Background: an optimization exercise with open tools, aiming at small area. Do not read the settings as production practice. The RTL was checked by simulation tests, not by an equivalence proof against the original design. Power and IR drop assume default switching activity.

`flow/constraint.sdc`:
```
create_clock -name core_clock -period 25.0 [get_ports {clk_6M}]
set_input_delay 5.0000 -clock core_clock [delete_from_list [all_inputs] [get_ports {clk_6M}]]
set_output_delay 5.0000 -clock core_clock [all_outputs]
set_load 0.01 [all_outputs]
```
`flow/flow/run.sh`:
```
#!/bin/bash
# Standard ORFS layout, but the port buffers use the smallest buffer cell.
set -euo pipefail
export BUFFER_PORTS_ARGS="-buffer_cell sky130_fd_sc_hd__buf_1"
bash standard.sh > standard_make.log 2>&1
```
`flow/standard.sh`:
```
#!/bin/bash
# synth_recipe.tcl (not shown) runs the flow's synth.tcl, then flattens the netlist and writes it again
# the make line also repeats each setting of config.mk as NAME=value (left out here)
make -C /OpenROAD-flow-scripts/flow DESIGN_CONFIG=/design/flow/config.mk WORK_HOME=/design/flow/orfs CLKGATE_MAP_FILE= SYNTH_SCRIPT=/design/flow/synth_recipe.tcl "${@:-finish}"
```
`flow/design.v`:
```
module correlator(
clk_6M, rstz, p_1us,
psrxfhs_st_p,
ps_pagerespTO,
pk_encode, conns,
correWindow,
sync_in, ref_sync,
regi_correthreshold,
corre_threshold,
corre_tslotdly_endp, corre_halftslotdly_endp,
corre_trgp,
rx_trailer_st_p,
rxCAC, prerx_trans,
psrxfhs_corwin,
corre_nottrg_p
);
input clk_6M, rstz, p_1us;
input psrxfhs_st_p;
input ps_pagerespTO;
input pk_encode, conns;
input correWindow;
input [63:0] sync_in, ref_sync;
input [5:0] regi_correthreshold;
output corre_threshold;
output corre_tslotdly_endp, corre_halftslotdly_endp;
output corre_trgp;
output rx_trailer_st_p;
output rxCAC, prerx_trans;
output psrxfhs_corwin;
output corre_nottrg_p;
wire [63:0] corrbits = ref_sync!=64'b0 ? ~(sync_in ^ ref_sync) : 64'b0;
integer i;
reg [6:0] pscorres;
always @*
begin
  pscorres = 7'd0;
  for (i=0;i<64;i=i+1)
    begin
      pscorres = pscorres + corrbits[i];
    end
end
reg corre_threshold;
always @(posedge clk_6M or negedge rstz)
begin
  if (!rstz)
     corre_threshold <= 0;
  else if ((pscorres > regi_correthreshold) && correWindow & p_1us)
     corre_threshold <= 1'b1 ;
  else if (corre_tslotdly_endp)
     corre_threshold <= 1'b0 ;
end
reg corre_trgp_t;
always @(posedge clk_6M or negedge rstz)
begin
  if (!rstz)
     corre_trgp_t <= 1'b0;
  else if ((pscorres > regi_correthreshold) &&  correWindow & p_1us)
     corre_trgp_t <= 1'b1 ;
  else if (p_1us)
     corre_trgp_t <= 1'b0 ;
end
assign corre_trgp = corre_trgp_t & p_1us;
assign rx_trailer_st_p = (pscorres > regi_correthreshold) &&  correWindow & p_1us;
wire tslotdly_endp;
reg [9:0] counter_1us;
always @(posedge clk_6M or negedge rstz)
begin
  if (!rstz)
     counter_1us <= 0;
  else if (corre_trgp & p_1us)  
     counter_1us <= 10'h47;      
  else if (tslotdly_endp)  
     counter_1us <= 0;
  else if (p_1us)
     counter_1us <= counter_1us + 1'b1;
end
assign tslotdly_endp = (counter_1us == 10'd624) & p_1us;   
wire halftslotdly_endp = (counter_1us == 10'd312) & p_1us;   
assign corre_tslotdly_endp =  tslotdly_endp ;
assign corre_halftslotdly_endp = halftslotdly_endp ;   
reg rxCAC;
always @(posedge clk_6M or negedge rstz)
begin
  if (!rstz)
     rxCAC <= 1'b0;
  else if (corre_trgp & p_1us & !pk_encode & conns & correWindow)  
     rxCAC <= 1'b1;     
  else if (pk_encode)  
     rxCAC <= 1'b0;
end
reg prerx_trans;
always @(posedge clk_6M or negedge rstz)
begin
  if (!rstz)
     prerx_trans <= 1'b0;
  else if (rxCAC & p_1us & pk_encode & conns)  
     prerx_trans <= 1'b1;     
  else if (!pk_encode)  
     prerx_trans <= 1'b0;
end
reg psrxfhs_corwin;
always @(posedge clk_6M or negedge rstz)
begin
  if (!rstz)
     psrxfhs_corwin <= 1'b0;
  else if (psrxfhs_st_p)  
     psrxfhs_corwin <= 1'b1;     
  else if ((corre_trgp&p_1us) | ps_pagerespTO)
     psrxfhs_corwin <= 1'b0;
end
reg correWindow_d1;
always @(posedge clk_6M or negedge rstz)
begin
  if (!rstz)
     correWindow_d1 <= 1'b0;
  else if (p_1us)
     correWindow_d1 <= correWindow;     
end
wire correWindow_endp = !correWindow & correWindow_d1 & p_1us;
assign corre_nottrg_p = correWindow_endp & !corre_threshold;
endmodule
module ps_ctrl(
clk_6M, rstz, tslot_p, p_1us,
regi_Tpsinterval, regi_Tpswindow,
regi_psinterlace,
PageScanEnable,
ps, gips, spr,
pstxid, ps_corr_halftslotdly_endp,
PageScanWindow,
pagerespTO,
PageScanWindow1more,
PageScanWindow_endp
);
input clk_6M, rstz, tslot_p, p_1us;
input [15:0] regi_Tpsinterval, regi_Tpswindow;
input regi_psinterlace;
input PageScanEnable;
input ps, gips, spr;
input pstxid, ps_corr_halftslotdly_endp;
output PageScanWindow;
output pagerespTO;
output PageScanWindow1more;
output PageScanWindow_endp;
reg [15:0] pswindow_counter_tslot;
always @(posedge clk_6M or negedge rstz)
begin
  if (!rstz)
     pswindow_counter_tslot <= 0;
  else if (!PageScanEnable)
     pswindow_counter_tslot <= 0;
  else if (pswindow_counter_tslot==regi_Tpsinterval)
     pswindow_counter_tslot <= 0;
  else if (tslot_p)
     pswindow_counter_tslot <= pswindow_counter_tslot + 1'b1;
end
wire NorPageScanWindow = (pswindow_counter_tslot < regi_Tpswindow);
wire InterPageScanWindow = (pswindow_counter_tslot < {regi_Tpswindow,1'b0}) ;
assign PageScanWindow_raw =  regi_psinterlace & (regi_Tpsinterval >= {regi_Tpswindow,1'b0}) ? InterPageScanWindow : NorPageScanWindow;
wire PageScanWindow_t = PageScanWindow_raw & PageScanEnable;   
reg PageScanWindow_d1;
always @(posedge clk_6M or negedge rstz)
begin
  if (!rstz)
     PageScanWindow_d1 <= 0;
  else 
     PageScanWindow_d1 <= PageScanWindow_t;
end
assign PageScanWindow_endp = !PageScanWindow_t & PageScanWindow_d1;
assign PageScanWindow = PageScanWindow_d1;
reg [3:0] pagerespTO_count;
always @(posedge clk_6M or negedge rstz)
begin
  if (!rstz)
     pagerespTO_count <= 0;
  else if ((pstxid & ps_corr_halftslotdly_endp) | (!spr))
     pagerespTO_count <= 0;
  else if (tslot_p & spr)
     pagerespTO_count <= pagerespTO_count + 1'b1;
end
assign pagerespTO = (pagerespTO_count==4'h8) & tslot_p;
assign PageScanWindow1more = NorPageScanWindow;
endmodule
module page_ctrl(
clk_6M, rstz,
p_corre_threshold, mpr, CLKE,
page, Master_TX_tslot_endp, Master_RX_tslot_endp, m_tslot_p,
regi_Npage,
regi_slave_SRmode,
regi_Tsco,
regi_scolink_num,
regi_Page_Timeout,
pageAB_2Npage_count,
pageTO_status_p,
Atrain,
pagerespTO
);
input clk_6M, rstz;
input p_corre_threshold, mpr;
input [27:0] CLKE;
input page, Master_TX_tslot_endp, Master_RX_tslot_endp, m_tslot_p;
input [9:0] regi_Npage;
input [1:0] regi_slave_SRmode;
input [2:0] regi_Tsco;
input [1:0] regi_scolink_num;
input [15:0] regi_Page_Timeout;
output [3:0] pageAB_2Npage_count;
output pageTO_status_p;
output Atrain;
output pagerespTO;
reg [9:0] Npage;
always @*
begin
  if (regi_Tsco==3'd6)
    begin
      case(regi_scolink_num)
        2'd0:
          begin        
              Npage = (regi_slave_SRmode==2'd0) ? (regi_Npage>=10'd0 ? regi_Npage : 10'd0) :
                      (regi_slave_SRmode==2'd1) ? (regi_Npage>=10'd127 ? regi_Npage : 10'd127) :
                                             (regi_Npage>=10'd255 ? regi_Npage : 10'd255) ;
          end
        2'd1:
          begin        
              Npage = (regi_slave_SRmode==2'd0) ? (regi_Npage>=10'd1 ? regi_Npage : 10'd1) :
                      (regi_slave_SRmode==2'd1) ? (regi_Npage>=10'd255 ? regi_Npage : 10'd255) :
                                             (regi_Npage>=10'd511 ? regi_Npage : 10'd511) ;
          end
        default:
          begin        
              Npage = (regi_slave_SRmode==2'd0) ? (regi_Npage>=10'd2 ? regi_Npage : 10'd2) :
                      (regi_slave_SRmode==2'd1) ? (regi_Npage>=10'd383 ? regi_Npage : 10'd383) :
                                             (regi_Npage>=10'd767 ? regi_Npage : 10'd767) ;
          end
      endcase
    end
  else
    Npage = regi_Npage;
end
reg [2:0] p_count;
always @(posedge clk_6M or negedge rstz)
begin
  if (!rstz)
     p_count <= 0;
  else if (!page)
     p_count <= 0;
  else if (Master_RX_tslot_endp)
     p_count <= p_count + 1'b1 ;
end
reg [9:0] train_count;
always @(posedge clk_6M or negedge rstz)
begin
  if (!rstz)
     train_count <= 0;
  else if ((train_count==Npage & p_count==3'd7 & Master_RX_tslot_endp) | !page)
     train_count <= 0;
  else if (p_count==3'd7 & Master_RX_tslot_endp)
     train_count <= train_count + 1'b1 ;
end
reg AB_count;
always @(posedge clk_6M or negedge rstz)
begin
  if (!rstz)
     AB_count <= 0;
  else if (!page)
     AB_count <= 0;
  else if (train_count==Npage & p_count==3'd7 & Master_RX_tslot_endp)
     AB_count <= AB_count + 1'b1 ;
end
assign Atrain = !AB_count;
reg [3:0] pageAB_2Npage_count;
always @(posedge clk_6M or negedge rstz)
begin
  if (!rstz)
     pageAB_2Npage_count <= 0;
  else if (!page)
     pageAB_2Npage_count <= 0;
  else if (AB_count==1'b1 & train_count==Npage & p_count==3'd7 & Master_RX_tslot_endp)
     pageAB_2Npage_count <= pageAB_2Npage_count + 1'b1 ;
end
reg pageTO_status_p;
reg [15:0] pagetimeout_count;
always @(posedge clk_6M or negedge rstz)
begin
  if (!rstz)
     pagetimeout_count <= 0;
  else if (pageTO_status_p | !page)
     pagetimeout_count <= 0;
  else if (m_tslot_p)
     pagetimeout_count <= pagetimeout_count + 1'b1 ;
end
always @(posedge clk_6M or negedge rstz)
begin
  if (!rstz)
     pageTO_status_p <= 0;
  else if (pageTO_status_p & m_tslot_p)
     pageTO_status_p <= 0;
  else if (m_tslot_p)
     pageTO_status_p <= (pagetimeout_count > regi_Page_Timeout) ;
end
reg [2:0] pagerespTO_count;
always @(posedge clk_6M or negedge rstz)
begin
  if (!rstz)
     pagerespTO_count <= 0;
  else if ((page & p_corre_threshold & CLKE[1] & m_tslot_p) | (!mpr))
     pagerespTO_count <= 0;
  else if (m_tslot_p & mpr)
     pagerespTO_count <= pagerespTO_count + 1'b1;
end
assign pagerespTO = (pagerespTO_count==3'h7) & m_tslot_p;
endmodule
module is_ctrl(
clk_6M, rstz, tslot_p, p_1us,
is_randwin,
regi_Tsco,
regi_scolink_num,
regi_Tisinterval, regi_Tiswindow,
regi_isinterlace,
regi_InquiryScanEnable,
is, giis,
InquiryScanWindow,
InquiryScanWindow_endp
);
input clk_6M, rstz, tslot_p, p_1us;
input is_randwin;
input [2:0] regi_Tsco;
input [1:0] regi_scolink_num;
input [15:0] regi_Tisinterval, regi_Tiswindow;
input regi_isinterlace;
input regi_InquiryScanEnable;
input is, giis;
output InquiryScanWindow;
output InquiryScanWindow_endp;
wire [15:0] Tisinterval = regi_Tisinterval > 16'h1000 ? 16'h1000 : regi_Tisinterval;   
reg [15:0] Tiswindow;
always @*
begin
  if (regi_Tsco==3'd6)
    begin
      case(regi_scolink_num)
        2'd0:
          begin
            Tiswindow = regi_Tiswindow;
          end
        2'd1:
          begin
            Tiswindow = regi_Tiswindow > 16'd36 ? regi_Tiswindow : 16'd36 ;
          end
        default:  
          begin
            Tiswindow = regi_Tiswindow > 16'd54 ? regi_Tiswindow : 16'd54 ;
          end
      endcase
    end
  else
    Tiswindow = regi_Tiswindow;
end  
reg [15:0] pswindow_counter_tslot;
always @(posedge clk_6M or negedge rstz)
begin
  if (!rstz)
     pswindow_counter_tslot <= 0;
  else if (!regi_InquiryScanEnable)
     pswindow_counter_tslot <= 0;
  else if (is_randwin)
     pswindow_counter_tslot <= regi_isinterlace ? {Tiswindow,1'b0} : Tiswindow;
  else if (pswindow_counter_tslot==Tisinterval)
     pswindow_counter_tslot <= 0;
  else if (tslot_p)
     pswindow_counter_tslot <= pswindow_counter_tslot + 1'b1;
end
wire NorInquiryScanWindow = (pswindow_counter_tslot < Tiswindow);
wire InterInquiryScanWindow = (pswindow_counter_tslot < {Tiswindow,1'b0}) ;
assign InquiryScanWindow_raw =  regi_isinterlace & (Tisinterval >= {Tiswindow,1'b0}) ? InterInquiryScanWindow : NorInquiryScanWindow;
assign InquiryScanWindow_t = InquiryScanWindow_raw & regi_InquiryScanEnable & !is_randwin;   
reg InquiryScanWindow_d1;
always @(posedge clk_6M or negedge rstz)
begin
  if (!rstz)
     InquiryScanWindow_d1 <= 0;
  else 
     InquiryScanWindow_d1 <= InquiryScanWindow_t;
end
assign InquiryScanWindow_endp = !InquiryScanWindow_t & InquiryScanWindow_d1;
assign InquiryScanWindow = InquiryScanWindow_d1;
endmodule
module inquiry_ctrl(
clk_6M, rstz,
inquiry,  Master_RX_tslot_endp, m_tslot_p,
regi_Ninquiry,
regi_Inquiry_Length, regi_Extended_Inquiry_Length,
inquiryAB_2Ninquiry_count,
inquiryTO_status_p,
Atrain
);
input clk_6M, rstz;
input inquiry,  Master_RX_tslot_endp, m_tslot_p;
input [9:0] regi_Ninquiry;
input [15:0] regi_Inquiry_Length, regi_Extended_Inquiry_Length;
output [3:0] inquiryAB_2Ninquiry_count;
output inquiryTO_status_p;
output Atrain;
wire [9:0] Ninquiry = regi_Ninquiry >= 10'd256 ? regi_Ninquiry : 10'd256;
reg [2:0] p_count;
always @(posedge clk_6M or negedge rstz)
begin
  if (!rstz)
     p_count <= 0;
  else if (!inquiry)
     p_count <= 0;
  else if (Master_RX_tslot_endp)
     p_count <= p_count + 1'b1 ;
end
reg [9:0] train_count;
always @(posedge clk_6M or negedge rstz)
begin
  if (!rstz)
     train_count <= 0;
  else if ((train_count==Ninquiry & p_count==3'd7 & Master_RX_tslot_endp) | !inquiry)
     train_count <= 0;
  else if (p_count==3'd7 & Master_RX_tslot_endp)
     train_count <= train_count + 1'b1 ;
end
reg AB_count;
always @(posedge clk_6M or negedge rstz)
begin
  if (!rstz)
     AB_count <= 0;
  else if (!inquiry)
     AB_count <= 0;
  else if (train_count==Ninquiry & p_count==3'd7 & Master_RX_tslot_endp)
     AB_count <= AB_count + 1'b1 ;
end
assign Atrain = !AB_count;
reg [3:0] inquiryAB_2Ninquiry_count;
always @(posedge clk_6M or negedge rstz)
begin
  if (!rstz)
     inquiryAB_2Ninquiry_count <= 0;
  else if (!inquiry)
     inquiryAB_2Ninquiry_count <= 0;
  else if (AB_count==1'b1 & train_count==Ninquiry & p_count==3'd7 & Master_RX_tslot_endp)
     inquiryAB_2Ninquiry_count <= inquiryAB_2Ninquiry_count + 1'b1 ;
end
reg inquiryTO_status_p;
reg [15:0] inquirytimeout_count;
always @(posedge clk_6M or negedge rstz)
begin
  if (!rstz)
     inquirytimeout_count <= 0;
  else if (inquiryTO_status_p | !inquiry)
     inquirytimeout_count <= 0;
  else if (m_tslot_p)
     inquirytimeout_count <= inquirytimeout_count + 1'b1 ;
end
wire [15:0] inquiry_len = regi_Inquiry_Length + regi_Extended_Inquiry_Length;
always @(posedge clk_6M or negedge rstz)
begin
  if (!rstz)
     inquiryTO_status_p <= 0;
  else if (inquiryTO_status_p & m_tslot_p)
     inquiryTO_status_p <= 0;
  else if (m_tslot_p)
     inquiryTO_status_p <= (inquirytimeout_count > inquiry_len) ;
end
endmodule
module linkctrler(
clk_6M, rstz, p_1us, s_tslot_p,
conns_rx1stslot,
m_inquiry_uncerWindow,
mask_corre_win,
occpuy_slots,
sendoldpy,
rxextendslot,
py_endp,
ms_RXslot_endp,
ms_acltxcmd_p,
rxisfhs, dec_hecgood, dec_crcgood,
s_half_tslot_p,
regi_LMPcmdfg,
regi_pagetruncated,
regi_InquiryEnable_oneshot,  regi_PageEnable_oneshot, 
regi_ConnHold_oneshot, regi_ConnSniff_oneshot, regi_ConnPark_oneshot,
Master_TX_tslot_endp, Master_RX_tslot_endp, m_tslot_p, m_half_tslot_p, ms_tslot_p,
CLKE, CLK, CLKN,
Slave_TX_tslot_endp, Slave_RX_tslot_endp,
m_page_uncerWindow, m_conns_uncerWindow, s_conns_uncerWindow, spr_correWin,
regi_extendedInquiryResponse,
Inquiry_Complete_status,
regi_Tpsinterval, regi_Tpswindow,
regi_Tisinterval, regi_Tiswindow,
regi_correthreshold,
regi_psinterlace, regi_isinterlace,
regi_syncword_DAC,
regi_syncword_GIAC, regi_syncword_CAC,
regi_inquiryDIAC, regi_syncword_DIAC,
sync_in,
regi_Npage,
regi_slave_SRmode,
regi_Tsco,
regi_scolink_num,
regi_Page_Timeout,
regi_isMaxRand,
regi_PageScanEnable_oneshot, regi_PageScanCancel_oneshot, 
regi_InquiryScanEnable_oneshot, regi_InquiryScanCancel_oneshot,
rxispoll, lt_addressed,
regi_Ninquiry,
regi_Inquiry_Length, regi_Extended_Inquiry_Length,
dec_iscanEIR,
regi_isMaster,
txextendslot,
regi_txcmd_p,
ps, gips, is, giis, page, inquiry, mpr, spr, ir, conns,
ps_corre_sync_p, conns_corre_sync_p,
pageAB_2Npage_count,
counter_isFHS,
Atrain,
ps_N_incr_p,
prs_clock_frozen, prm_clock_frozen,
tx_packet_st_p,
psrxfhs, inquiryrxfhs,
rx_trailer_st_p,
pagetxfhs, istxfhs, connsnewmaster, connsnewslave,
pk_encode,
pssyncCLK_p,
conns_tx1stslot,
pk_encode_1stslot,
ms_txcmd_p,
rxCAC, prerx_trans,
LMP_c_slot,
pstxid,
psrxfhs_succ_p,
PageScanWindow_endp,
InquiryScanWindow_endp,
correWindow,
corre_nottrg_p,
counter_clkN1, counter_clkE1,
psackfhs, pagetmp, pagerxackfhs,
corre_threshold,
scancase,
fk_page,
ps_pagerespTO,
regi_txdatready,
m_2active_p, s_2active_p,
m_fail2active_p, s_fail2active_p,
connsactive,
regi_lc_cs,
corre_trgp,
istxextFHS,
extFHS_correwin
);
input clk_6M, rstz, p_1us, s_tslot_p;
input conns_rx1stslot;
input m_inquiry_uncerWindow;
input mask_corre_win;
input [2:0] occpuy_slots;
input sendoldpy;
input rxextendslot;
input py_endp;
input ms_RXslot_endp;
input ms_acltxcmd_p;
input rxisfhs, dec_hecgood, dec_crcgood;
input s_half_tslot_p;
input regi_LMPcmdfg;
input regi_pagetruncated;
input regi_InquiryEnable_oneshot,  regi_PageEnable_oneshot;
input regi_ConnHold_oneshot, regi_ConnSniff_oneshot, regi_ConnPark_oneshot;
input Master_TX_tslot_endp, Master_RX_tslot_endp, m_tslot_p, m_half_tslot_p, ms_tslot_p;
input [27:0] CLKE, CLK, CLKN;
input Slave_TX_tslot_endp, Slave_RX_tslot_endp;
input m_page_uncerWindow, m_conns_uncerWindow, s_conns_uncerWindow, spr_correWin;
input regi_extendedInquiryResponse;
input Inquiry_Complete_status;
input [15:0] regi_Tpsinterval, regi_Tpswindow;
input [15:0] regi_Tisinterval, regi_Tiswindow;
input [5:0] regi_correthreshold;
input regi_psinterlace, regi_isinterlace;
input [63:0] regi_syncword_DAC, regi_syncword_GIAC, regi_syncword_CAC, regi_syncword_DIAC;
input regi_inquiryDIAC;
input [63:0] sync_in;
input [9:0] regi_Npage;
input [1:0] regi_slave_SRmode;
input [2:0] regi_Tsco;
input [1:0] regi_scolink_num;
input [15:0] regi_Page_Timeout;
input [9:0] regi_isMaxRand;
input regi_PageScanEnable_oneshot, regi_PageScanCancel_oneshot;
input regi_InquiryScanEnable_oneshot, regi_InquiryScanCancel_oneshot;
input rxispoll, lt_addressed;
input [9:0] regi_Ninquiry;
input [15:0] regi_Inquiry_Length, regi_Extended_Inquiry_Length;
input dec_iscanEIR;
input regi_isMaster;
input txextendslot;
input regi_txcmd_p;
output ps, gips, is, giis, page, inquiry, mpr, spr, ir, conns;
output ps_corre_sync_p, conns_corre_sync_p;
output [3:0] pageAB_2Npage_count;
output [4:0] counter_isFHS;
output Atrain;
output ps_N_incr_p;
output prs_clock_frozen, prm_clock_frozen;
output tx_packet_st_p;
output psrxfhs, inquiryrxfhs;
output rx_trailer_st_p;
output pagetxfhs, istxfhs, connsnewmaster, connsnewslave;
output pk_encode;
output pssyncCLK_p;
output conns_tx1stslot;
output pk_encode_1stslot;
output ms_txcmd_p;
assign ms_txcmd_p = 1'b0;
output rxCAC, prerx_trans;
output LMP_c_slot;
output pstxid;
output psrxfhs_succ_p;
output PageScanWindow_endp;
output InquiryScanWindow_endp;
output correWindow;
output corre_nottrg_p;
output [5:0] counter_clkN1;
output [4:0] counter_clkE1;
output psackfhs, pagetmp, pagerxackfhs ;
output corre_threshold;
output scancase;
output fk_page;
output ps_pagerespTO;
output regi_txdatready;
output m_2active_p, s_2active_p;
output m_fail2active_p, s_fail2active_p;
output connsactive;
output [4:0] regi_lc_cs;
output corre_trgp;
output istxextFHS;
output extFHS_correwin;
wire is_randwin_endp;
wire PageScanWindow, InquiryScanWindow;
wire corre_threshold;
wire ps_corre_threshold    =  corre_threshold ; 
wire p_corre_threshold     =  corre_threshold ; 
wire is_corre_threshold    =  corre_threshold ; 
wire conns_corre_threshold =  corre_threshold ; 
wire corr_tslotdly_endp, corr_halftslotdly_endp;
wire ps_corr_halftslotdly_endp = corr_halftslotdly_endp;
wire pageTO_status, inquiryTO;
wire is_corr_4tslotdly_endp, is_corr_3tslotdly_endp, is_corr_2tslotdly_endp, is_corr_tslotdly_endp;
wire ps_pagerespTO, page_pagerespTO;
wire psrxfhs_corwin;
wire PageScanWindow1more;
wire psrxfhs;
wire istxfhs_tslotdly_endp, istxfhs_tslot2dly_endp, isextfhs_tslotdly_endp;
reg m_corre, s_corre;
wire newconnectionTO;
wire inqExt_tslotdly_endp, inqExt_tslot2dly_endp;
reg m_txcmd, s_txcmd;
reg m_conns_1stslot, s_conns_1stslot;
wire conns_tx_pac_st_p;
wire connsactive;
wire singleslot;
reg ms_enable;
parameter STANDBY_STATE=5'd0, Inquiry_STATE=5'd1, InquiryScan_STATE=5'd2, Page_STATE=5'd3, PageScan_STATE=5'd4,
          CONNECTIONActive_STATE=5'd5, CONNECTIONHold_STATE=5'd6, CONNECTIONSniff_STATE=5'd7, CONNECTIONPark_STATE=5'd8,
          PageMasterResp_STATE=5'd9, PageMasterResp_rxid_STATE=5'd10, PageMasterResp_txfhs_STATE=5'd11,
          PageMasterResp_rxackfhs_STATE=5'd12, PageScan1more_STATE=5'd13, PageSlaveResp_txid_STATE=5'd14,
          PageSlaveResp_rxfhs_STATE=5'd15, PageSlaveResp_ackfhs_STATE=5'd16, InquiryScanRand_STATE=5'd17,
          InquiryScantxFHS_STATE=5'd18, InquiryScantxExtIRP_STATE=5'd19, CONNECTIONnewslave_STATE=5'd20, CONNECTIONnewmaster_STATE=5'd21,
          InquiryEIR_STATE=5'd22, Inquiryintern_STATE=5'd23, Pagetmp_STATE=5'd24, PageSlaveResp_rxfhsdone_STATE=5'd25,
          CONNECTIONnewslave_ackpoll_STATE=5'd26, Inquiryrsp_STATE=5'd27, InquiryScanMatch_STATE=5'd28;
reg [4:0] cs, ns, pre_state_ff, pre_state;
assign regi_lc_cs = cs;
always @(posedge clk_6M or negedge rstz)
begin
  if (!rstz)
    begin
      cs <= 0;
      pre_state_ff <= 0;
    end 
  else if (p_1us)
    begin
      cs <= ns;
      pre_state_ff <= pre_state;
    end
end
always @*
begin
  ns = cs;
  pre_state = pre_state_ff;
  case(cs)
    STANDBY_STATE:
      begin
        pre_state = STANDBY_STATE;
        if (regi_InquiryEnable_oneshot)
          ns = Inquiry_STATE;
        else if (InquiryScanWindow)   
          ns = InquiryScan_STATE;
        else if (regi_PageEnable_oneshot)
          ns = Page_STATE;
        else if (PageScanWindow)   
          ns = PageScan_STATE;
      end  
    CONNECTIONnewslave_STATE:
      begin
        if (s_corre & rxispoll & s_tslot_p & lt_addressed)    
          ns = CONNECTIONnewslave_ackpoll_STATE;
        else if (newconnectionTO)
          ns = PageScan_STATE;
      end
    CONNECTIONnewslave_ackpoll_STATE:
      begin
        if (s_tslot_p)                  
          ns = CONNECTIONActive_STATE;
      end
    CONNECTIONnewmaster_STATE:
      begin
        if (m_corre & m_tslot_p)
          ns = CONNECTIONActive_STATE;         
        else if (newconnectionTO)
          ns = Page_STATE;
      end
    CONNECTIONActive_STATE:
      begin
        pre_state = CONNECTIONActive_STATE;
        if (regi_ConnHold_oneshot)
          ns = CONNECTIONHold_STATE;
        else if (regi_ConnSniff_oneshot)
          ns = CONNECTIONSniff_STATE;
        else if (regi_ConnPark_oneshot)
          ns = CONNECTIONPark_STATE;
        else if (regi_InquiryEnable_oneshot)
          ns = Inquiry_STATE;
        else if (InquiryScanWindow)   
          ns = InquiryScan_STATE;
        else if (regi_PageEnable_oneshot)
          ns = Page_STATE;
        else if (PageScanWindow)   
          ns = PageScan_STATE;
      end  
    CONNECTIONHold_STATE:
      begin
        pre_state = CONNECTIONHold_STATE;
        if (regi_InquiryEnable_oneshot)
          ns = Inquiry_STATE;
        else if (InquiryScanWindow)   
          ns = InquiryScan_STATE;
        else if (regi_PageEnable_oneshot)
          ns = Page_STATE;
        else if (PageScanWindow)   
          ns = PageScan_STATE;        
      end
    Page_STATE:    
      begin
        if (pageTO_status)
          ns = pre_state_ff;
        else if (p_corre_threshold & CLKE[1])
          ns = Pagetmp_STATE;  
      end  
    Pagetmp_STATE:    
      begin
        if (m_tslot_p)
          ns = PageMasterResp_txfhs_STATE;  
      end  
    PageMasterResp_txfhs_STATE:   
      begin        
        if (pageTO_status)
          ns = pre_state_ff;
        else if (!CLKE[1] & m_tslot_p)
          ns = PageMasterResp_rxackfhs_STATE;
      end  
    PageMasterResp_rxackfhs_STATE:   
      begin        
        if (pageTO_status)
          ns = pre_state_ff;
        else if (m_corre & CLKE[1] & m_tslot_p)
          ns = CONNECTIONnewmaster_STATE;
        else if (page_pagerespTO)
          ns = Page_STATE;
        else if (m_tslot_p)
          ns = PageMasterResp_txfhs_STATE;
      end  
    PageScan_STATE:
      begin
        if (!PageScanWindow)
          ns = pre_state_ff;
        else if (ps_corre_threshold & corr_tslotdly_endp)
          ns = PageSlaveResp_txid_STATE; 
      end  
    PageScan1more_STATE:
      begin        
        if (!PageScanWindow1more)
          ns = pre_state_ff;
        else if (ps_corre_threshold & corr_tslotdly_endp)   
          ns = PageSlaveResp_txid_STATE;
      end  
    PageSlaveResp_txid_STATE:    
      begin        
        if (ps_corr_halftslotdly_endp)   
          ns = PageSlaveResp_rxfhs_STATE;
      end  
    PageSlaveResp_rxfhs_STATE:    
      begin        
        if (ps_pagerespTO)
          ns = PageScan1more_STATE;
        else if (ps_corre_threshold & rxisfhs & dec_hecgood & dec_crcgood)  
          ns = PageSlaveResp_rxfhsdone_STATE;
      end  
    PageSlaveResp_rxfhsdone_STATE:    
      begin        
        if (s_tslot_p) 
          ns = PageSlaveResp_ackfhs_STATE;
      end  
    PageSlaveResp_ackfhs_STATE:   
      begin        
        if (s_tslot_p)       
          ns = CONNECTIONnewslave_STATE;
      end  
    InquiryScan_STATE:    
      begin
        if (!InquiryScanWindow)
          ns = pre_state_ff;
        else if (corre_trgp)  
          ns = InquiryScanMatch_STATE;  
      end  
    InquiryScanMatch_STATE:    
      begin
        if (is_corre_threshold & corr_tslotdly_endp)   
          ns = InquiryScantxFHS_STATE;
      end  
    InquiryScanRand_STATE:    
      begin
        if (is_randwin_endp)
          ns = pre_state_ff;
      end  
    InquiryScantxFHS_STATE:     
      begin
        if (regi_extendedInquiryResponse & istxfhs_tslot2dly_endp)
          ns = InquiryScantxExtIRP_STATE;
        else if (!regi_extendedInquiryResponse & istxfhs_tslotdly_endp)
          ns = pre_state_ff;  
      end  
    InquiryScantxExtIRP_STATE:    
      begin
        if (isextfhs_tslotdly_endp)
          ns = pre_state_ff;  
      end  
    Inquiry_STATE:
      begin
        if (inquiryTO)
          ns = pre_state_ff;
        else if (corre_threshold)
          ns = Inquiryrsp_STATE;
      end  
    Inquiryrsp_STATE:
      begin
        if ((!dec_iscanEIR) & corr_tslotdly_endp)
          ns = Inquiryintern_STATE;
        else if (dec_iscanEIR & corr_tslotdly_endp)
          ns = InquiryEIR_STATE;
      end  
    InquiryEIR_STATE:   
      begin
        if (inqExt_tslot2dly_endp)
          ns = Inquiryintern_STATE;
      end  
    Inquiryintern_STATE:
      begin
        if (m_tslot_p)
          ns = Inquiry_STATE;
      end  
  endcase
end
reg [11:0] is_counter_1us;
always @(posedge clk_6M or negedge rstz)
begin
  if (!rstz)
     is_counter_1us <= 0;
  else if (cs==InquiryScan_STATE)
     is_counter_1us <= 0;
  else if (cs==Inquiryrsp_STATE & dec_iscanEIR & corr_tslotdly_endp)
     is_counter_1us <= 0;
  else if (p_1us & (cs==InquiryEIR_STATE))
     is_counter_1us <= is_counter_1us + 1'b1;
  else if (regi_extendedInquiryResponse & istxfhs_tslot2dly_endp & (cs==InquiryScantxFHS_STATE))
     is_counter_1us <= 0;     
  else if (is_corre_threshold & corr_tslotdly_endp & (cs==InquiryScan_STATE))
     is_counter_1us <= 0;     
  else if (p_1us & (cs==InquiryScantxFHS_STATE || cs==InquiryScantxExtIRP_STATE))
     is_counter_1us <= is_counter_1us + 1'b1;
end
assign istxfhs_tslotdly_endp  = (is_counter_1us==12'd624)  & p_1us & (cs==InquiryScantxFHS_STATE);
assign istxfhs_tslot2dly_endp = (is_counter_1us==12'd1249) & p_1us & (cs==InquiryScantxFHS_STATE);
wire [11:0] extfhs_endcnt = occpuy_slots==3'd5 ? 12'd3124 :
                     occpuy_slots==3'd3 ? 12'd1874 :
                                          12'd624 ;
assign isextfhs_tslotdly_endp =  (is_counter_1us==extfhs_endcnt)  & p_1us & (cs==InquiryScantxExtIRP_STATE);
assign inqExt_tslotdly_endp   = (is_counter_1us==12'd624)  & p_1us & (cs==InquiryEIR_STATE) ;
assign extFHS_correwin = (is_counter_1us>=12'd614) & (is_counter_1us<=12'd702) & (cs==InquiryEIR_STATE) ;
assign inqExt_tslot2dly_endp  = (is_counter_1us==(extfhs_endcnt+12'd625)) & p_1us & (cs==InquiryEIR_STATE) ;
reg PageScanEnable;
always @(posedge clk_6M or negedge rstz)
begin
  if (!rstz)
     PageScanEnable <= 1'b0;
  else if (regi_PageScanEnable_oneshot)
     PageScanEnable <= 1'b1;
  else if ((cs==PageSlaveResp_ackfhs_STATE & s_tslot_p) || regi_PageScanCancel_oneshot)
     PageScanEnable <= 1'b0;
end
reg InquiryScanEnable;
always @(posedge clk_6M or negedge rstz)
begin
  if (!rstz)
     InquiryScanEnable <= 1'b0;
  else if (regi_InquiryScanEnable_oneshot)
     InquiryScanEnable <= 1'b1;
  else if (regi_InquiryScanCancel_oneshot)
     InquiryScanEnable <= 1'b0;
end
wire enter_rand_p = ((cs==InquiryScantxFHS_STATE) & (!regi_extendedInquiryResponse & istxfhs_tslotdly_endp)) |
                       ((cs==InquiryScantxExtIRP_STATE) & isextfhs_tslotdly_endp );
reg is_randwin;
always @(posedge clk_6M or negedge rstz)
begin
  if (!rstz)
     is_randwin <= 1'b0;
  else if (is_randwin_endp)
     is_randwin <= 1'b0;
  else if (enter_rand_p)   
     is_randwin <=  1'b1;
end
reg [9:0] randcnt;
always @(posedge clk_6M or negedge rstz)
begin
  if (!rstz)
     randcnt <= 10'b0;
  else if (!is_randwin)
     randcnt <=  10'b0;
  else if (is_randwin & ms_tslot_p)
     randcnt <= randcnt+1'b1;
end
assign is_randwin_endp = (randcnt == regi_isMaxRand) & is_randwin & ms_tslot_p;
reg [4:0] counter_isFHS;
wire isFHS_en = regi_isMaster ? ( dec_iscanEIR ? (cs==InquiryEIR_STATE) & inqExt_tslot2dly_endp : 
                                                                 (cs==Inquiryrsp_STATE) & corr_tslotdly_endp ) : 
                regi_extendedInquiryResponse ? (cs==InquiryScantxExtIRP_STATE) & isextfhs_tslotdly_endp :
                                               (cs==InquiryScantxFHS_STATE) & istxfhs_tslotdly_endp;
always @(posedge clk_6M or negedge rstz)
begin
  if (!rstz)
    begin
     counter_isFHS <= 0;
    end 
  else if (isFHS_en)
    begin
     counter_isFHS <= counter_isFHS+1'b1;
    end 
end
reg [5:0] counter_clkN1;
always @(posedge clk_6M or negedge rstz)
begin
  if (!rstz)
    begin
     counter_clkN1 <= 0;
    end 
  else if (!spr)   
    begin
     counter_clkN1 <= 6'h1;
    end 
  else if (psrxfhs_succ_p)
     counter_clkN1 <= {counter_clkN1[5:1],1'b0};
  else if (ps_N_incr_p)
    begin
     counter_clkN1 <= counter_clkN1+1'b1;
    end 
end
reg [4:0] counter_clkE1;
always @(posedge clk_6M or negedge rstz)
begin
  if (!rstz)
    begin
     counter_clkE1 <= 0;
    end 
  else if (!mpr)   
    begin
     counter_clkE1 <= 5'd1;
    end 
  else if (CLKE[1] & m_tslot_p)
    begin
     counter_clkE1 <= counter_clkE1+1'b1;
    end 
end
wire corre_trgp;
assign ps_corre_sync_p = corre_trgp & (ps|spr);
assign conns_corre_sync_p = corre_trgp & conns;
reg prs_clock_frozen;
always @(posedge clk_6M or negedge rstz)
begin
  if (!rstz)
    begin
     prs_clock_frozen <= 0;
    end 
  else if (!PageScanWindow)
    begin
     prs_clock_frozen <= 0;
    end     
  else if (cs==PageSlaveResp_ackfhs_STATE && s_tslot_p)
    begin
     prs_clock_frozen <= 1'b0;
    end 
  else if (ps & ps_corre_sync_p) 
    begin
     prs_clock_frozen <= 1'b1;
    end 
end
reg prm_clock_frozen;
always @(posedge clk_6M or negedge rstz)
begin
  if (!rstz)
    begin
     prm_clock_frozen <= 0;
    end 
  else if (pageTO_status)
    begin
     prm_clock_frozen <= 0;
    end        
  else if (cs==PageMasterResp_rxackfhs_STATE && m_corre & CLKE[1] & m_tslot_p)
    begin
     prm_clock_frozen <= 1'b0;
    end 
  else if (page && p_corre_threshold )  
    begin
     prm_clock_frozen <= 1'b1;
    end 
end
reg [10:0] ps_FHS_count_1us;
always @(posedge clk_6M or negedge rstz)
begin
  if (!rstz)
    begin
     ps_FHS_count_1us <= 0;
    end 
  else if ( cs==PageSlaveResp_txid_STATE && ps_corr_halftslotdly_endp)
     ps_FHS_count_1us <= 0;
  else if ( cs==PageSlaveResp_rxfhs_STATE && (ps_FHS_count_1us==11'd1249) && p_1us)
     ps_FHS_count_1us <= 0;  
  else if ( cs==PageSlaveResp_ackfhs_STATE && (ps_FHS_count_1us==11'd1249) && p_1us)
     ps_FHS_count_1us <= 0;  
  else if ((cs==PageSlaveResp_rxfhs_STATE | cs==PageSlaveResp_ackfhs_STATE) & p_1us)
    begin
     ps_FHS_count_1us <= ps_FHS_count_1us + 1'b1;
    end 
  else if (p_1us)
     ps_FHS_count_1us <= 0;
end
assign ps_N_incr_p = pstxid ? ps_corr_halftslotdly_endp : (s_tslot_p & spr);  
wire s_wpoll = cs == CONNECTIONnewslave_STATE;
wire newc_p = regi_isMaster ? connsnewmaster & (!m_corre) & m_tslot_p & CLK[1] : s_wpoll & CLK[1] & s_tslot_p;
reg [4:0] newconnectionTO_count;
always @(posedge clk_6M or negedge rstz)
begin
  if (!rstz)
     newconnectionTO_count <= 0;
  else if (regi_isMaster & (!connsnewmaster))
     newconnectionTO_count <= 0;
  else if ((!regi_isMaster) & (!s_wpoll))
     newconnectionTO_count <= 0;
  else if (newc_p)
     newconnectionTO_count <= newconnectionTO_count + 1'b1;
end
assign newconnectionTO = newconnectionTO_count > 5'd15;
ps_ctrl ps_ctrl_u(
.clk_6M                   (clk_6M                   ), 
.rstz                     (rstz                     ), 
.tslot_p                  (s_tslot_p                ), 
.p_1us                    (p_1us                    ),
.regi_Tpsinterval         (regi_Tpsinterval         ), 
.regi_Tpswindow           (regi_Tpswindow           ),
.regi_psinterlace         (regi_psinterlace         ),
.PageScanEnable           (PageScanEnable           ),
.ps                       (ps                       ),
.gips                     (gips                     ),
.spr                      (spr                      ),
.pstxid                   (pstxid                   ), 
.ps_corr_halftslotdly_endp(ps_corr_halftslotdly_endp),
.PageScanWindow           (PageScanWindow           ),
.pagerespTO               (ps_pagerespTO            ),
.PageScanWindow1more      (PageScanWindow1more      ),
.PageScanWindow_endp      (PageScanWindow_endp      )
);
page_ctrl page_ctrl_u(
.clk_6M              (clk_6M              ), 
.rstz                (rstz                ),
.p_corre_threshold   (m_corre             ), 
.mpr                 (mpr                 ),
.CLKE                (CLKE                ),
.page                (page                ), 
.Master_TX_tslot_endp(Master_TX_tslot_endp),
.Master_RX_tslot_endp(Master_RX_tslot_endp),
.m_tslot_p           (m_tslot_p           ),
.regi_Npage          (regi_Npage          ),
.regi_slave_SRmode   (regi_slave_SRmode   ),
.regi_Tsco           (regi_Tsco           ),
.regi_scolink_num    (regi_scolink_num    ),
.regi_Page_Timeout   (regi_Page_Timeout   ),
.pageAB_2Npage_count (pageAB_2Npage_count ),
.pageTO_status_p     (pageTO_status       ),
.Atrain              (Atrain              ),
.pagerespTO          (page_pagerespTO     )
);
wire p_correWin = m_page_uncerWindow ;
wire mpr_correWin = m_page_uncerWindow ;
wire page_rx_endp = CLKE[1] & m_tslot_p;
is_ctrl is_ctrl_u(
.clk_6M                (clk_6M                ), 
.rstz                  (rstz                  ), 
.tslot_p               (s_tslot_p             ), 
.p_1us                 (p_1us                 ),
.is_randwin            (is_randwin            ),
.regi_Tsco             (regi_Tsco             ),
.regi_scolink_num      (regi_scolink_num      ),
.regi_Tisinterval      (regi_Tisinterval      ), 
.regi_Tiswindow        (regi_Tiswindow        ),
.regi_isinterlace      (regi_isinterlace      ),
.regi_InquiryScanEnable(InquiryScanEnable     ),
.is                    (is                    ), 
.giis                  (giis                  ),
.InquiryScanWindow     (InquiryScanWindow     ),
.InquiryScanWindow_endp(InquiryScanWindow_endp)
);
inquiry_ctrl inquiry_ctrl_u(
.clk_6M                      (clk_6M                      ), 
.rstz                        (rstz                        ),
.inquiry                     (inquiry                     ),  
.Master_RX_tslot_endp        (Master_RX_tslot_endp        ), 
.m_tslot_p                   (m_tslot_p                   ),
.regi_Ninquiry               (regi_Ninquiry               ),
.regi_Inquiry_Length         (regi_Inquiry_Length         ), 
.regi_Extended_Inquiry_Length(regi_Extended_Inquiry_Length),
.inquiryTO_status_p          (inquiryTO                   ),
.Atrain                      (inquiryAtrain               )
);
wire ConnsWindow_t = regi_isMaster ? m_conns_uncerWindow : s_conns_uncerWindow;  
wire ConnsWindow = ConnsWindow_t & (!ms_enable) & (!mask_corre_win) & (!rxextendslot);
wire [63:0] ref_sync = PageScanWindow | page | mpr | spr | ps ? regi_syncword_DAC :
                       InquiryScanWindow | inquiry | ir ? (regi_inquiryDIAC ? regi_syncword_DIAC : regi_syncword_GIAC) :
                       conns ? regi_syncword_CAC : 64'b0 ;
wire correWindow = inquiry ? m_inquiry_uncerWindow :
                   ir ? extFHS_correwin :
                   page    ? p_correWin :
                   ps ? PageScanWindow :
                   spr ? spr_correWin | psrxfhs_corwin :
                   mpr ? mpr_correWin :
                   is ? InquiryScanWindow :
                   conns ? ConnsWindow : 1'b0;
correlator correlator_u(
.clk_6M                 (clk_6M                   ), 
.rstz                   (rstz                     ), 
.psrxfhs_st_p           (psrxfhs_st_p             ),
.ps_pagerespTO          (ps_pagerespTO            ),
.p_1us                  (p_1us                    ),
.pk_encode              (pk_encode                ), 
.conns                  (conns                    ),
.correWindow            (correWindow              ),
.sync_in                (sync_in                  ), 
.ref_sync               (ref_sync                 ),
.regi_correthreshold    (regi_correthreshold      ),
.corre_threshold        (corre_threshold          ),
.corre_tslotdly_endp    (corr_tslotdly_endp       ), 
.corre_halftslotdly_endp(corr_halftslotdly_endp   ),
.corre_trgp             (corre_trgp               ),
.rx_trailer_st_p        (raw_rx_trailer_st_p      ),
.rxCAC                  (rxCAC                    ), 
.prerx_trans            (prerx_trans              ),
.psrxfhs_corwin         (psrxfhs_corwin           ),
.corre_nottrg_p         (corre_nottrg_p           )
);
always @(posedge clk_6M or negedge rstz)
begin
  if (!rstz)
    begin
     m_corre <= 0;
    end 
  else if (corre_trgp)
    begin
     m_corre <= 1'b1;
    end 
  else if (m_tslot_p)
    begin
     m_corre <= 1'b0;
    end 
end
always @(posedge clk_6M or negedge rstz)
begin
  if (!rstz)
    begin
     s_corre <= 0;
    end 
  else if (corre_trgp)
    begin
     s_corre <= 1'b1;
    end 
  else if (s_tslot_p)
    begin
     s_corre <= 1'b0;
    end 
end
assign rx_trailer_st_p = raw_rx_trailer_st_p & (spr | conns | inquiry | ir);
assign fk_page = (cs == Page_STATE);
assign page = (cs == Page_STATE) | (cs == Pagetmp_STATE) ;
assign ps =  (cs==PageScan_STATE) | (cs==PageScan1more_STATE);
assign inquiry =  (cs==Inquiry_STATE);
assign is = (cs==InquiryScan_STATE);
assign gips = ps & regi_psinterlace & (regi_Tpsinterval >= {regi_Tpswindow,1'b0});
assign giis = is & regi_isinterlace & (regi_Tisinterval >= {regi_Tiswindow,1'b0});
assign mpr = (cs==PageMasterResp_txfhs_STATE) | (cs==PageMasterResp_rxackfhs_STATE) ;
assign spr = (cs==PageSlaveResp_txid_STATE) | (cs==PageSlaveResp_rxfhs_STATE) | (cs==PageSlaveResp_rxfhsdone_STATE) | (cs==PageSlaveResp_ackfhs_STATE);
assign ir = (cs==InquiryScanMatch_STATE) | (cs==InquiryScantxFHS_STATE) | (cs==InquiryScantxExtIRP_STATE) | (cs==Inquiryrsp_STATE) | (cs==InquiryEIR_STATE);
assign istxextFHS = (cs==InquiryScantxExtIRP_STATE);
assign pagetmp = (cs==Pagetmp_STATE);
assign pagetxfhs = (cs==PageMasterResp_txfhs_STATE);
assign pagerxackfhs = (cs==PageMasterResp_rxackfhs_STATE);
assign istxfhs = (cs==InquiryScantxFHS_STATE);
assign connsnewmaster = (cs==CONNECTIONnewmaster_STATE);
assign connsnewslave = (cs==CONNECTIONnewslave_STATE) | (cs==CONNECTIONnewslave_ackpoll_STATE);
assign s_2active_p = (cs==CONNECTIONnewslave_ackpoll_STATE) & s_tslot_p;
assign m_2active_p = (cs==CONNECTIONnewmaster_STATE) & m_corre & m_tslot_p;
assign s_fail2active_p = (cs==CONNECTIONnewslave_STATE) & newconnectionTO;
assign m_fail2active_p = (cs==CONNECTIONnewmaster_STATE) & newconnectionTO;
assign conns = (cs==CONNECTIONActive_STATE) | connsnewslave | connsnewmaster;
assign connsactive = (cs==CONNECTIONActive_STATE);
assign pstxid = (cs==PageSlaveResp_txid_STATE);
assign psackfhs = (cs==PageSlaveResp_ackfhs_STATE);
assign psrxfhs = (cs==PageSlaveResp_rxfhs_STATE) | (cs==PageSlaveResp_rxfhsdone_STATE);
assign inquiryrxfhs = (cs==Inquiryrsp_STATE);
assign pssyncCLK_p = (cs==PageSlaveResp_ackfhs_STATE) & s_half_tslot_p; 
assign psrxfhs_succ_p = (cs==PageSlaveResp_rxfhs_STATE) & corre_trgp;
assign psrxfhs_st_p = pstxid & ps_corr_halftslotdly_endp;
assign tx_packet_st_p = 
                       page & m_corre    ?  CLKE[1] & m_tslot_p & (!regi_pagetruncated)  :    
                       page & (!m_corre) ? (!CLKE[1] & m_half_tslot_p) | (CLKE[1] & m_tslot_p ) :    
                     inquiry ? (!CLK[1]  & m_half_tslot_p) | (CLK[1]  & m_tslot_p ) :    
                     ps  ? ps_corre_threshold & corr_tslotdly_endp :   
                     cs==PageSlaveResp_rxfhsdone_STATE ? s_tslot_p :    
                     cs==InquiryScanMatch_STATE ? is_corre_threshold & corr_tslotdly_endp :   
                     cs==InquiryScantxFHS_STATE ? regi_extendedInquiryResponse & istxfhs_tslot2dly_endp :  
                     cs==PageMasterResp_rxackfhs_STATE & m_corre    ?  CLKE[1] & m_tslot_p :   
                     cs==PageMasterResp_rxackfhs_STATE & (!m_corre) ?  CLKE[1] & m_tslot_p & (!regi_pagetruncated) :   
                     cs==CONNECTIONnewmaster_STATE ? (!m_corre) & CLKE[1] & m_tslot_p :    
                     cs==CONNECTIONnewslave_STATE  ? s_corre & rxispoll & s_tslot_p & lt_addressed :    
                     conns ? conns_tx_pac_st_p :   
                     1'b0;
wire pk_encode_1stslot = page | mpr ? !CLKE[1] :
                   spr ? (cs==PageSlaveResp_txid_STATE) | (cs==PageSlaveResp_ackfhs_STATE) :
                   connsnewmaster | connsnewslave ? (regi_isMaster ? !CLK[1] : CLK[1]) :
                   conns ? conns_tx1stslot :  
                   inquiry ? !CLKN[1] :
                   cs==InquiryScantxFHS_STATE ? 1'b1 :
                   cs==InquiryScantxExtIRP_STATE ? 1'b1 : 
                   1'b0;
wire m_scotxcmd_p = 1'b0;  
wire s_scotxcmd_p = 1'b0;  
wire s_1st_resp_p_t = connsnewslave & s_corre & rxispoll & s_tslot_p & lt_addressed;
wire s1_resp_p_t    = connsactive & s_corre & s_tslot_p & lt_addressed;
wire s_1st_resp_p = s_1st_resp_p_t & (!regi_isMaster);
wire s1_resp_p    = s1_resp_p_t    & (!regi_isMaster);
reg [2:0] s_slotcnt;
always @(posedge clk_6M or negedge rstz)
begin
  if (!rstz)
     ms_enable <= 0;
  else if (s1_resp_p & !singleslot)
     ms_enable <= 1'b1;
  else if (s_slotcnt==occpuy_slots & s_tslot_p)
     ms_enable <= 1'b0;
end
always @(posedge clk_6M or negedge rstz)
begin
  if (!rstz)
     s_slotcnt <= 0;
  else if (s1_resp_p & !singleslot)
     s_slotcnt <= 3'd2;
  else if (s_tslot_p & ms_enable)
     s_slotcnt <= s_slotcnt+1'b1;
end
wire sm_resp_p = s_slotcnt==occpuy_slots & s_tslot_p & ms_enable;
wire s_resp_p = singleslot ? s1_resp_p : sm_resp_p;
wire m_txcmd_p;
wire m_1st_resp_p_t =  connsnewmaster & m_corre & m_tslot_p;
reg m_1stcmdperiod;
always @(posedge clk_6M or negedge rstz)
begin
  if (!rstz)
     m_1stcmdperiod <= 0;
  else if (m_1st_resp_p_t)
     m_1stcmdperiod <= 1'b1;
  else if (m_txcmd_p)   
     m_1stcmdperiod <= 1'b0;
end
assign singleslot = occpuy_slots==3'd1;
always @(posedge clk_6M or negedge rstz)
begin
  if (!rstz)
     m_txcmd <= 0;
  else if (regi_txcmd_p)
     m_txcmd <= 1'b1;
  else if (m_1stcmdperiod & m_tslot_p & CLK[1])
     m_txcmd <= 1'b0;
  else if (m_tslot_p & CLK[1] & singleslot)    
     m_txcmd <= 1'b0;
  else if (ms_RXslot_endp)  
     m_txcmd <= 1'b0;
  else if (!conns_rx1stslot & m_tslot_p & CLK[1] & !singleslot)
     m_txcmd <= 1'b0;
end
assign m_txcmd_p = singleslot | m_1stcmdperiod ? m_txcmd & m_tslot_p & CLK[1] : 
                                                 m_txcmd & (ms_RXslot_endp | (!conns_rx1stslot & m_tslot_p & CLK[1] & !singleslot));
reg ms_conns_tx1stslot;
always @(posedge clk_6M or negedge rstz)
begin
  if (!rstz)
     ms_conns_tx1stslot <= 0;
  else if (conns_tx_pac_st_p)
     ms_conns_tx1stslot <= 1'b1;
  else if (ms_tslot_p)
     ms_conns_tx1stslot <= 1'b0;
end
wire regw_txdatready_p;
assign regw_txdatready_p = 1'b0;
reg regi_txdatready;
always @(posedge clk_6M or negedge rstz)
begin
  if (!rstz)
     regi_txdatready <= 0;
  else if (regw_txdatready_p)
     regi_txdatready <= 1'b1;
  else if (pk_encode & py_endp)  
     regi_txdatready <= 1'b0;
end
wire ms_isoacl_p = 1'b0;  
wire m_re_tx_p = ms_RXslot_endp & sendoldpy & regi_isMaster;
assign conns_tx_pac_st_p = ms_isoacl_p | m_txcmd_p | m_re_tx_p | s_1st_resp_p | s_resp_p;  
assign conns_tx1stslot = conns & ms_conns_tx1stslot; 
assign pk_encode = pk_encode_1stslot | txextendslot;
reg LMPcmd;
always @(posedge clk_6M or negedge rstz)
begin
  if (!rstz)
     LMPcmd <= 0;
  else if (ms_txcmd_p & regi_LMPcmdfg)
     LMPcmd <= 1'b1;
  else if (ms_tslot_p & !pk_encode)
     LMPcmd <= 1'b0;
end
reg LMP_c_slot;
always @(posedge clk_6M or negedge rstz)
begin
  if (!rstz)
     LMP_c_slot <= 1'b0;
  else if (LMPcmd & ms_tslot_p)
     LMP_c_slot <= 1'b1;
  else if (ms_tslot_p)
     LMP_c_slot <= 1'b0 ;
end
assign scancase = ps | is | gips | giis;
reg [1:0] scancase_ff;
always @(posedge clk_6M or negedge rstz)
begin
  if (!rstz)
     scancase_ff <= 0;
  else 
     scancase_ff <= {scancase_ff[0],scancase};
end
wire scancase_fk_chg_p = scancase_ff[0] & (!scancase_ff[1]);
endmodule
```
`flow/config.mk`:
```
export PLATFORM = sky130hd
export DESIGN_NAME = linkctrler
export DESIGN_NICKNAME = linkctrler
export VERILOG_FILES = /design/flow/design.v
export SDC_FILE = /design/flow/constraint.sdc
export NUM_CORES = 4
export LEC_CHECK = 0
export CAP_MARGIN = 20
export CORE_MARGIN = 2
export CORE_UTILIZATION = 70
export PLACE_DENSITY = 0.8
export SLEW_MARGIN = 20
```
==> out/metrics.cfg, run 1 <==
[synth]
ys_types=77
ys_warn_count=12
netlist.area_leader.share_pct=21.2
netlist_area_sq_um=20500
synth_top_area_cell=dfrtp_1
synth_edf_count=0
synth_seq_cells=174
ys.flop_type=dfrtp_1
yosysSeqAreaShare_pct=21.2
synth_area_leaders=dfrtp_1, ha_1, fa_1
async_reset_ff_share_pct=100
synth_area_per_cell_sq_um=7.90
syn_inst=2596

[outcome]
status=aborted with a tool error
failed_stage=3_2_place_iop
first-error=[ERROR PPL-0024] Number of IO pins (690) exceeds maximum number of available positions (628). Increase the die perimeter from 700.70um to 938.40um.

[die]
dieWidth_um=175
start_util_pct=71.3
rows=62
dieHeight_um=175

cells in the mapped netlist, types with 5 or more instances:
library cell    n
nor3_1         36
and2_1         34
a21oi_1       165
o31ai_1        10
ha_1          197
nand3b_1        7
nand4_1        64
o21ai_0       156
nand3_1        71
or3_1          14
inv_1         186
xor2_1        112
mux2i_1        96
nor4_1         46
a211o_1        10
nor4bb_1        5
o211ai_1       12
o41ai_1         5
o21a_1         23
a32oi_1         5
dfrtp_1       174
xnor2_1       120
a31oi_1        83
a31o_2          5
buf_1          13
a2111oi_0       5
a21o_1         35
nor2b_1        62
buf_2          31
o21bai_1        5
or2_2           5
fa_1           55
nor2_1        219
a211oi_1       18
nand2b_1       72
or4_1           5
clkbuf_1       64
nand2_1       223
o21ai_1        14
and3_1         32
o22ai_1        24
logic make-up after synthesis:
logic type                 count (synthesis)  share of synthesized area, %
buffers and inverters                    305                          5.86
xor gates and xnor gates                 232                          9.91
and+or+nand+nor                          915                          22.4
other                                      1                        0.0183
DFF                                      174                          21.2
adders and majority gates                252                          17.4
muxes                                    100                          4.90
AOI/OAI and AO/OA                        617                          18.3
==> run 2: changes to the inputs <==
--- a/flow/config.mk
+++ b/flow/config.mk
@@ -6,7 +6,8 @@
 export NUM_CORES = 4
 export LEC_CHECK = 0
 export CAP_MARGIN = 20
+export CORE_ASPECT_RATIO = 0.3
 export CORE_MARGIN = 2
-export CORE_UTILIZATION = 70
-export PLACE_DENSITY = 0.8
+export CORE_UTILIZATION = 60
+export PLACE_DENSITY = 0.75
 export SLEW_MARGIN = 20
==> run 2 against run 1 <==
  * Now clean on timing, DRC and antenna
  * Synthesized area stayed put
  * Synthesized cell count stayed put
==> out/metrics.cfg, run 2 <==
[outcome]
status=complete, no violations

[cells_and_area]
multi_input_area_sq_um=15000
seq_area_sq_um=4350
final_common_cell=buf_1
syn2layout_area_growth_pct=15.8
drive_gt1_share_pct=2.68
final_cells=3590
fin_nets=3989
fillers=2790
layout_common_cells=buf_1, nand2_1, nor2_1
stdcell_area_sq_um=23700

[sta]
fin_crit_sh_pct=86.6
tightest_slew_ps=1040
slew_headroom_pct=29.7
clock_skew_ps=32.6
finalHoldViolCount=0
fin_setup_tns_ps=0
rsz0062_at_grt=false
finalSetupViolCount=0
fmax_mhz=46.2
period_minus_slack_ps=21660
slew_viol_final=0

[synth]
syn_inst=2596  ; unchanged
synth_seq_cells=174  ; unchanged
async_reset_ff_share_pct=100  ; unchanged
synth_edf_count=0  ; unchanged
yosysMostFrequentCell=nand2_1
ys_types=77  ; unchanged
synth_fa_ha_area_share_pct=17.4  ; unchanged
netlist.area_leader.share_pct=21.2  ; unchanged
synth_xor_xnor_area_share_pct=9.91  ; unchanged
synth_area_leaders=dfrtp_1, ha_1, fa_1
ys_warn_count=12  ; unchanged
yosysSeqAreaShare_pct=21.2  ; unchanged
ys.flop_type=dfrtp_1
synth_compound_area_share_pct=18.3  ; unchanged
synth_area_per_cell_sq_um=7.90  ; unchanged
synth_top_family_by_area=simple AND/OR/NAND/NOR gates
netlist_area_sq_um=20500  ; unchanged
ys_top_cells_by_count=nand2_1, nor2_1, ha_1
yosys.area_share.simple_pct=22.4  ; unchanged
synth_top_area_cell=dfrtp_1
yosys-mux-area-fraction_pct=4.90  ; unchanged

[place]
gp_congestion=1.05
dp.cells=3555
placement.cell_area_sq_um=23000
hpwl_um=58600
port_buffers=588

[power]
power.density_nw_per_um2=175
power_switching_mw=2.07
p_total_mw=4.16
power_frac_clock_pct=7.5
max-vdd-ir-drop_mv=0.925
p_comb_share_pct=84.5
p_leak_nw=10.7
internal_power_mw=2.10
p_seq_share_pct=8.0
switching_share_pct=49.6

[die]
dieWidth_um=342  ; +95%
ioPinCount=690
dieHeight_um=105  ; -40%
core_area_sq_um=33000
die-area_sq_um=36000
rows=36  ; -42%
start_util_pct=62.1  ; -9.1 points

[clock_tree]
clock_path_buffers=3
post-cts-setup-buffers=0
cts_hold_buffers=0
clock-sinks=174
cts-root-buf=clkbuf_16
post_cts_resized=0
ctsHtreeMaxLevel=4
cts_buffers=25
clock_latency_ps=520
path_clk_slew_ps=60
cts_tree=done

[setup_path]
reg2reg_slack_ps=12360
critPathMaxFanout=54
cp.required_ps=20000
crit_top_cell=fa_1
cp_slowest_cell=o21ai_0
path_class=in -> out
arrival_ps=16660
cpPeakStageDelay_ps=690
path_delay_family=adder cells
critPathLaunchType=input pin
cp-end-kind=output port
path_buf_inv=8

[global_route]
globalRouteMet2Util_pct=58.6
grtUsageMet1_pct=55.9
grt_use_met3_pct=11.1
antenna_found_initial=1
grt_pass1_vias=20300
grt_pass1_wl_um=111000
busiest_layer=met2
grt-ovfl-total=0
grt_util_all_layers_pct=39.5
grt_max_degree=83

[drt]
ant_nets=0
viasPerCell=6.12
drc_errors=0
wl_per_cell_um=20.3
vias=22000
routed_wl_um=72900
first_pass_iters=8
first_iter_violations=2727

[hold_path]
hold_path.class=reg -> reg

[job]
cap_violations=0

-- run 2: cells by family (layout without fill, tap and decap cells) --
kind of cell	count (synthesis)	count (layout)
flip-flops	174	174
other	1	8
AND/OR/NAND/NOR	915	915
XOR/XNOR	232	232
AO/OA/AOI/OAI	617	617
buffers and inverters	305	836
multiplexers	100	100
adder cells (fa/ha/maj)	252	252
-- run 2: final timing paths --
kind                       cells after the start             start                                   to
setup / recovery                              37  regi_inquiryDIAC                      rx_trailer_st_p
hold / removal                                 1  counter_isFHS[4]                     counter_isFHS[4]
setup reg to reg                              37             cs[1]            correlator_u.corre_trgp_t
hold reg to reg                                1  counter_isFHS[4]                     counter_isFHS[4]
max in group asynchronous                      2              rstz  is_ctrl_u.pswindow_counter_tslot[5]
min in group asynchronous                      1              rstz   page_ctrl_u.pageAB_2Npage_count[1]
-- run 2: routing by layer --
metal  vias to the layer above  wire, um
met4                         0      2240
met5                         -         0
met3                       178      8500
met2                      1237     30800
met1                     10300     31300
li1                      10200         -
-- run 2: cell type report --
type	instances	area share, %
timing repair buffer	613	10.1
clock buffer	28	2.77
clock inverter	5	0.116
tap	456	2.40
antenna	2	0.0211
sequential	174	18.3
inverter	190	3.00
multi-input combinational	2122	63.2
-- run 2: per-stage QoR --
stage	util, %	worst slack (ps)	hold WS (ps)
6_report	71.9	3340	475
5_1_grt	71.9	2830	487
4_1_cts	71.9	3520	481
3_5_place_dp	69.8	3560	472
2_1_floorplan	-	5800	449
3_3_place_gp	69.8	3720	458
-- run 2: power by group through the flow --
stage                     sequential (mW)  clock, mW  combinational (mW)
after floorplan                     0.329          0                2.67
after global routing                0.337      0.325                4.03
after CTS                           0.333      0.312                3.49
after global placement              0.337          0                3.28
after detailed placement            0.338          0                3.46
final                               0.334      0.310                3.52

-- port drivers added, routing unchanged --
How much do the figures lean on ideal ports? The routed layout below was timed once more, with nothing changed but the port constraints.
Step 1 assumes that a clkbuf_16 drives the clock port and a buf_2 every other input.
Step 2 also shifts input and output timing later by t, the mid clock arrival at the registers, as if the neighbouring blocks saw the same clock.
a / b / c = ideal ports / drivers / drivers and shift; a / b = the first two.
run: run 2
shift t [ns]: 0.566
setup WS [ns]: 3.341 / 3.313 / 3.313
worst register clock-pin slew, ns: 0.08 / 0.08
After both steps setup and hold are still met in run 2. The setup slack of run 2 moves by -0.028 ns with the drivers and by -0.028 ns with both steps.
